Background: an optimization exercise with open tools, aiming at small area, a short achievable clock period and few clock cycles. Do not read the settings as production practice. In this exercise RTL edits were held to simulation tests only and were not proved equivalent to the original.

==> violet: inputs <==
==> flow/design.v (excerpt) <==
module mul_datapath (
    input  logic clk,
    input  logic rst_n,
    input  logic start,
    input  logic signed [51:0] multiplicand_i,
    input  logic signed [51:0] multiplier_i,
    output logic signed [103:0] product_o,
    output logic signed [51:0] product_rounded_o,
    output logic done
);
  logic [51:0] a, b;
  assign a = multiplicand_i;
  assign b = multiplier_i;
  logic [25:0] one, two, neg;
  logic [52:0] pp0;
  logic [52:0] pp1;
  logic [52:0] pp2;
  logic [52:0] pp3;
  logic [52:0] pp4;
  logic [52:0] pp5;
  logic [52:0] pp6;
  logic [52:0] pp7;
  logic [52:0] pp8;
  logic [52:0] pp9;
  logic [52:0] pp10;
  logic [52:0] pp11;
  logic [52:0] pp12;
  logic [52:0] pp13;
  logic [52:0] pp14;
  logic [52:0] pp15;
  logic [52:0] pp16;
  logic [52:0] pp17;
  logic [52:0] pp18;
  logic [52:0] pp19;
  logic [52:0] pp20;
  logic [52:0] pp21;
  logic [52:0] pp22;
  logic [52:0] pp23;
  logic [52:0] pp24;
  logic [52:0] pp25;
  logic [300:0] cut_d, cut_q;
  logic [52:0] b_ext;
  assign b_ext = {b, 1'b0};
  logic [53:0] a_ext;   
  assign a_ext = {a[51], a, 1'b0};
  always_comb begin
    for (int i = 0; i < 26; i++) begin
      one[i] = b_ext[2*i+1] ^ b_ext[2*i];
      two[i] = (b_ext[2*i+2] & ~b_ext[2*i+1] & ~b_ext[2*i]) | (~b_ext[2*i+2] & b_ext[2*i+1] & b_ext[2*i]);
      neg[i] = b_ext[2*i+2];
    end
  end
  always_comb begin
    for (int j = 0; j < 52; j++)
      pp0[j] = ((one[0] & a_ext[j+1]) | (two[0] & a_ext[j])) ^ neg[0];
  ...
==> flow/config.mk <==
export PLATFORM = sky130hd
export DESIGN_NAME = mul_datapath
export DESIGN_NICKNAME = mul_datapath
export VERILOG_FILES = /design/flow/design.v
export SDC_FILE = /design/flow/constraint.sdc
export NUM_CORES = 4
export LEC_CHECK = 0
export ABC_AREA = 1
export CAP_MARGIN = 20
export CORE_MARGIN = 2
export CORE_UTILIZATION = 40
export SETUP_SLACK_MARGIN = 3.5
export SLEW_MARGIN = 20
export SYNTH_HIERARCHICAL = 1
export SYNTH_MINIMUM_KEEP_SIZE = 0
export TNS_END_PERCENT = 10
==> flow/constraint.sdc <==
create_clock -name core_clock -period 8.0 [get_ports {clk}]
set_input_delay 1.6000 -clock core_clock [delete_from_list [all_inputs] [get_ports {clk}]]
set_output_delay 1.6000 -clock core_clock [all_outputs]
set_load 0.01 [all_outputs]
standard.sh (not shown) runs the stock make flow with config.mk's settings and CLKGATE_MAP_FILE= SYNTH_SCRIPT=/design/flow/synth_recipe.tcl, a recipe that flattens the netlist after the stock synthesis.
==> flow/flow/run.sh <==
#!/bin/bash
# The standard layout, with plain buffers (buf_4) on the ports instead of the
# delay cells buffer_ports picks by default.
set -euo pipefail
export BUFFER_PORTS_ARGS="-buffer_cell sky130_fd_sc_hd__buf_4"
bash standard.sh finish > standard_flow.log 2>&1
==> delta (differences from violet) <==
- SETUP_SLACK_MARGIN: 3.5 -> 3
- TNS_END_PERCENT: 10 -> unset
==> notes.md <==
Final critical-path setup slack: delta 2.75 ns; violet 2.75 ns
Largest stage delay on the critical path: delta 0.73 ns; violet 0.59 ns
Post-synthesis to final-layout area growth: delta 23.4%; violet 21.5%
Layout cells sized above 1: delta 24.9%; violet 22.0%
Detailed Route Iter0 Violations: delta 8722; violet 9903
Status: delta complete, no violations; violet complete, no violations
Placed Cells incl. Taps: delta 8198; violet 8186
Post-CTS Repair Setup Buffers: delta 123; violet 72
Multi-input logic cell count: delta 5180; violet 5176
Metal1 wirelength: delta 98100 µm; violet 98200 µm
RD Place Congestion: delta 0.973; violet 0.957
Critical Path Sink: delta product_o[64]; violet product_o[33]
Crit Path Max Fanout: delta 3; violet 10
Post-placement worst setup slack: delta 1.41 ns; violet 1.48 ns
Number of clock buffers in the layout: delta 49; violet 50
Met2 usage in global routing: delta 50.0%; violet 48.0%
Max stage delay cell, worst path: delta sky130_fd_sc_hd__fa_2; violet sky130_fd_sc_hd__fa_1
Testbench counts of violet, summed over its fixed seeds: cycles 1,608.
Testbench counts of delta, summed over its fixed seeds: cycles 1,608.

-- afterwards: timing with drivers on the ports --
The flow's constraints put no driver on any port. The routed layouts listed below were extracted and timed again, unchanged, in two steps. Step 1 assumes that a clkbuf_16 drives the clock port and a buf_2 every other input. Step 2 times the ports against the registers' clock, not the clock port: input delays grow and output delays shrink by t, the midpoint of the rising clock arrivals with the driver on. Three values: ideal ports, drivers, drivers and shift; two values: the first two.
run | shift t [ns] | setup slack, ns | hold WS [ns] | latest minus earliest clock arrival (ns) | slew at the worst register clock pin (ns)
violet | 0.770 | 2.746 / 2.599 / 1.829 | 0.683 / 0.616 / 1.386 | 0.040 / 0.040 | 0.08 / 0.08
delta | 0.728 | 2.746 / 2.656 / 1.928 | 0.706 / 0.650 / 1.378 | 0.029 / 0.029 | 0.07 / 0.07
After both steps setup and hold are still met in every run listed. For violet, which loses most, drivers alone change the setup slack by -0.147 ns; drivers and shift together by -0.917 ns.
